What follows belongs to an exercise in optimizing a design on an open flow for small area, a short achievable clock period and few clock cycles per item; a production flow would make more cautious choices. Only simulation tests tie the RTL to the original design; equivalence was not proved. Power and IR drop assume default switching activity.

== lane 1 ==
==> module sort_top, before the edit <==
module sort_top ( t_go, t_rst, t_clk, t_n, t_wr_en, t_wr_addr, t_wr_data, t_sorted_data, t_done);
input t_go, t_rst, t_clk;
input [5:0] t_n;
input t_wr_en;
input [4:0] t_wr_addr;
input [7:0] t_wr_data;
output [7:0] t_sorted_data;
output t_done;
localparam R = 2;        
localparam C = 16;       
reg [7:0] v [0:R-1][0:C-1];
reg       act_e;         
reg       act_o;         
reg       merge;         
reg       calm1;         
reg       calm2;         
reg [4:0] cnt;           
reg [4:0] rl [0:R-1];    
reg [5:0] n_q;           
reg [7:0] out_q;
reg       done_q;
reg       idle;          
function gt8(input [7:0] x, input [7:0] y);
  reg [7:0] g, l;
  reg [3:0] g1, l1;
  reg [1:0] g2, l2;
  integer i;
  begin
    g = x & ~y;
    l = ~x & y;
    for (i = 0; i < 4; i = i + 1) begin
      g1[i] = g[2*i+1] | (~l[2*i+1] & g[2*i]);
      l1[i] = l[2*i+1] | (~g[2*i+1] & l[2*i]);
    end
    for (i = 0; i < 2; i = i + 1) begin
      g2[i] = g1[2*i+1] | (~l1[2*i+1] & g1[2*i]);
      l2[i] = l1[2*i+1] | (~g1[2*i+1] & l1[2*i]);
    end
    gt8 = g2[1] | (~l2[1] & g2[0]);
  end
endfunction
wire [C-2:0] sw [0:R-1];
wire [R-1:0] row_sw;
wire [R-1:0] hv;
wire [R-1:0] win;
reg          b_lt;
assign win[0] = hv[0] & (~hv[1] | ~b_lt);
assign win[1] = hv[1] & (~hv[0] | b_lt);
wire [R-1:0] adv;
assign adv[0] = (merge & win[0]) | sw[0][0];
assign adv[1] = (merge & win[1]) | sw[1][0];
wire b_lt_next = adv[0] ? (adv[1] ? gt8(v[0][1], v[1][1]) : gt8(v[0][1], v[1][0]))
                        : (adv[1] ? gt8(v[0][0], v[1][1]) : gt8(v[0][0], v[1][0]));
genvar r, j, q;
generate
  for (r = 0; r < R; r = r + 1) begin : g_row
    for (j = 0; j < C-1; j = j + 1) begin : g_pair
      wire act = (j % 2 == 1) ? act_o : act_e;
      assign sw[r][j] = act & (n_q > R * (j + 1) + r) & gt8(v[r][j], v[r][j+1]);
    end
    assign row_sw[r] = |sw[r];
    assign hv[r] = (rl[r] != 5'd0);
  end
endgenerate
generate
  for (r = 0; r < R; r = r + 1) begin : g_rc
    for (j = 0; j < C; j = j + 1) begin : g_cell
      wire s_wr    = t_wr_en & (t_wr_addr == R * j + r);
      wire s_right = (merge & win[r]) | ((j < C-1) ? sw[r][(j < C-1) ? j : 0] : 1'b0);
      wire s_left  = (j > 0) ? sw[r][(j > 0) ? j-1 : 0] : 1'b0;
      wire s_hold  = ~(s_wr | s_right | s_left);
      wire [7:0] vr = (j < C-1) ? v[r][(j < C-1) ? j+1 : j] : 8'd0;
      wire [7:0] vf = (j > 0) ? v[r][(j > 0) ? j-1 : j] : 8'd0;
      always @(posedge t_clk)
        v[r][j] <= ({8{s_wr}} & t_wr_data) | ({8{s_right}} & vr) | ({8{s_left}} & vf) | ({8{s_hold}} & v[r][j]);
    end
    always @(posedge t_clk) begin
      if (idle)
        rl[r] <= (t_n + (R - 1 - r)) >> 1;
      else if (merge & win[r])
        rl[r] <= rl[r] - 5'd1;
    end
  end
endgenerate
wire [7:0] head_min = ({8{win[0]}} & v[0][0]) | ({8{win[1]}} & v[1][0]);
assign t_sorted_data = out_q;
assign t_done = done_q;
always @(posedge t_clk) begin
  n_q <= t_n;
  out_q <= head_min;
  b_lt <= b_lt_next;
  if (t_rst) begin
    act_e <= 1'b0;
    act_o <= 1'b0;
    merge <= 1'b0;
    idle <= 1'b1;
    done_q <= 1'b0;
  end else begin
    done_q <= merge;
    if (idle) begin
      act_e <= t_go;
      idle <= ~t_go;
      cnt <= (t_n + 6'd1) >> 1;
      calm1 <= 1'b0;
      calm2 <= 1'b0;
    end else if (act_e | act_o) begin
      calm1 <= ~(|row_sw);
      calm2 <= calm1;
      if (cnt == 5'd1 || (calm1 && calm2)) begin
        act_e <= 1'b0;
        act_o <= 1'b0;
        merge <= 1'b1;
      end else begin
        act_e <= act_o;
        act_o <= act_e;
        cnt <= cnt - 5'd1;
      end
    end else begin
      if ((rl[0] == 5'd1 && rl[1] == 5'd0) || (rl[0] == 5'd0 && rl[1] == 5'd1)) begin
        merge <= 1'b0;
        idle <= 1'b1;
      end
    end
  end
end
endmodule
clock: 6.5 ns
lec_check: 0
cap_margin: 20
core_margin: 2
core_utilization: 40
place_density: 0.5
setup_slack_margin: 4.2
slew_margin: 20
standard.sh (not shown) runs the stock make flow with config.mk's settings and CLKGATE_MAP_FILE= SYNTH_SCRIPT=/design/flow/synth_recipe.tcl, a recipe that flattens the netlist after the stock synthesis.
==> flow/flow/run.sh <==
#!/bin/bash
# The standard layout (standard.sh), except that abc maps the logic with an
# area-oriented script (flow/area.abc) in place of ORFS's speed script, and
# that the make variables listed in flow/make_args.txt (one per line) are
# added to ORFS's make command line. The synthesis is otherwise
# synth_recipe.tcl unchanged, so the registers and their names are the
# standard synthesis's. Each tool's output goes to a log here.
set -euo pipefail
W=$PWD
{
  printf 'proc abc {args} {\n'
  printf '  set i [lsearch -exact $args -script]\n'
  printf '  if {$i >= 0} { lset args [expr {$i + 1}] %s }\n' "$W/flow/area.abc"
  printf '  yosys abc {*}$args\n'
  printf '}\n'
  cat "$W/synth_recipe.tcl"
} > "$W/area_synth.tcl"
EXTRA=""
if [[ -f "$W/flow/make_args.txt" ]]; then
  while IFS= read -r line; do
    [[ -n "$line" ]] && EXTRA+=" '$line'"
  done < "$W/flow/make_args.txt"
fi
sed -e "s#SYNTH_SCRIPT=[^ ]*synth_recipe.tcl#SYNTH_SCRIPT=$W/area_synth.tcl#" \
    -e "s#^make -C \([^ ]*\) #make -C \1$EXTRA #" "$W/standard.sh" > "$W/area_standard.sh"
grep -q "SYNTH_SCRIPT=$W/area_synth.tcl" "$W/area_standard.sh"
bash "$W/area_standard.sh" > "$W/make.log" 2>&1
==> flow/flow/area.abc <==
strash
dch
map -a
topo
stime -c
==> flow/flow/make_args.txt <==
MATCH_CELL_FOOTPRINT=0
BUFFER_PORTS_ARGS=-buffer_cell sky130_fd_sc_hd__buf_4
Testbench counts of lane 1, summed over its fixed seeds: cycles 4,189, items 1,645.
Input changes introduced in lane 2 (baseline for comparison: lane 1):
-- flow/design.v --
<<< lane 1, line 14
reg       act_o;         
reg       merge;         
reg       calm1;         
reg       calm2;         
reg [4:0] cnt;           
>>> lane 2, line 14
reg       act_o;         
reg       merge;         
reg [3:0] calm_q;        
wire      calm1 = &calm_q;  
reg       calm2;         
reg [4:0] cnt;           
<<< lane 1, line 43
wire [C-2:0] sw [0:R-1];
wire [R-1:0] row_sw;
wire [R-1:0] hv;
wire [R-1:0] win;
>>> lane 2, line 44
wire [C-2:0] sw [0:R-1];
wire [R-1:0] row_sw;
wire [2*R-1:0] half_sw;
wire [R-1:0] hv;
wire [R-1:0] win;
<<< lane 1, line 61
    end
    assign row_sw[r] = |sw[r];
    assign hv[r] = (rl[r] != 5'd0);
  end
>>> lane 2, line 63
    end
    assign row_sw[r] = |sw[r];
    assign half_sw[2*r]   = |sw[r][C/2-1:0];
    assign half_sw[2*r+1] = |sw[r][C-2:C/2];
    assign hv[r] = (rl[r] != 5'd0);
  end
<<< lane 1, line 103
      idle <= ~t_go;
      cnt <= (t_n + 6'd1) >> 1;
      calm1 <= 1'b0;
      calm2 <= 1'b0;
    end else if (act_e | act_o) begin
      calm1 <= ~(|row_sw);
      calm2 <= calm1;
      if (cnt == 5'd1 || (calm1 && calm2)) begin
>>> lane 2, line 107
      idle <= ~t_go;
      cnt <= (t_n + 6'd1) >> 1;
      calm_q <= 4'd0;
      calm2 <= 1'b0;
    end else if (act_e | act_o) begin
      calm_q <= ~half_sw;
      calm2 <= calm1;
      if (cnt == 5'd1 || (calm1 && calm2)) begin
[summary]
- Comparing lane 2 against lane 1, there is no change at all in number of pins with negative max-slew slack in the final report.
- Compared with lane 1, in lane 2 placed cell area shrank by 0.88%, layout clock buffer count shrank by 1, internal power summed over all cells shrank by 0.40 mW, count of clock tree sinks grew by 1.0%, die width held steady.
- v[12][3] as the launch point of the critical path was reported by lane 1, and done_q by lane 2.
- Wire length of the first global-routing pass ended up 2.6% lower on lane 2 than on lane 1.
Testbench counts of lane 2, summed over its fixed seeds: cycles 4,189, items 1,645.

-- afterwards: timing with drivers on the ports --
The results above use ideal ports. As a check the final layouts listed here were re-extracted and re-timed, cells and wires unchanged. Step 1 assumes that a clkbuf_16 drives the clock port and a buf_2 every other input. Step 2 also shifts input and output timing later by t, the mid clock arrival at the registers, as if the neighbouring blocks saw the same clock. Slacks: no drivers / after step 1 / after step 2; pairs: no drivers / after step 1.
| run | t (ns) | setup slack, ns | worst setup path at the end |
|---|---|---|---|
| lane 1 | 0.617 | 4.168 / 4.149 / 3.658 | input to register |
| lane 2 | 0.617 | 4.216 / 4.153 / 3.684 | input to register |
After both steps every run listed still meets setup and hold. The setup slack of lane 2, which loses most, moves by -0.063 ns with the drivers and by -0.532 ns with both steps.
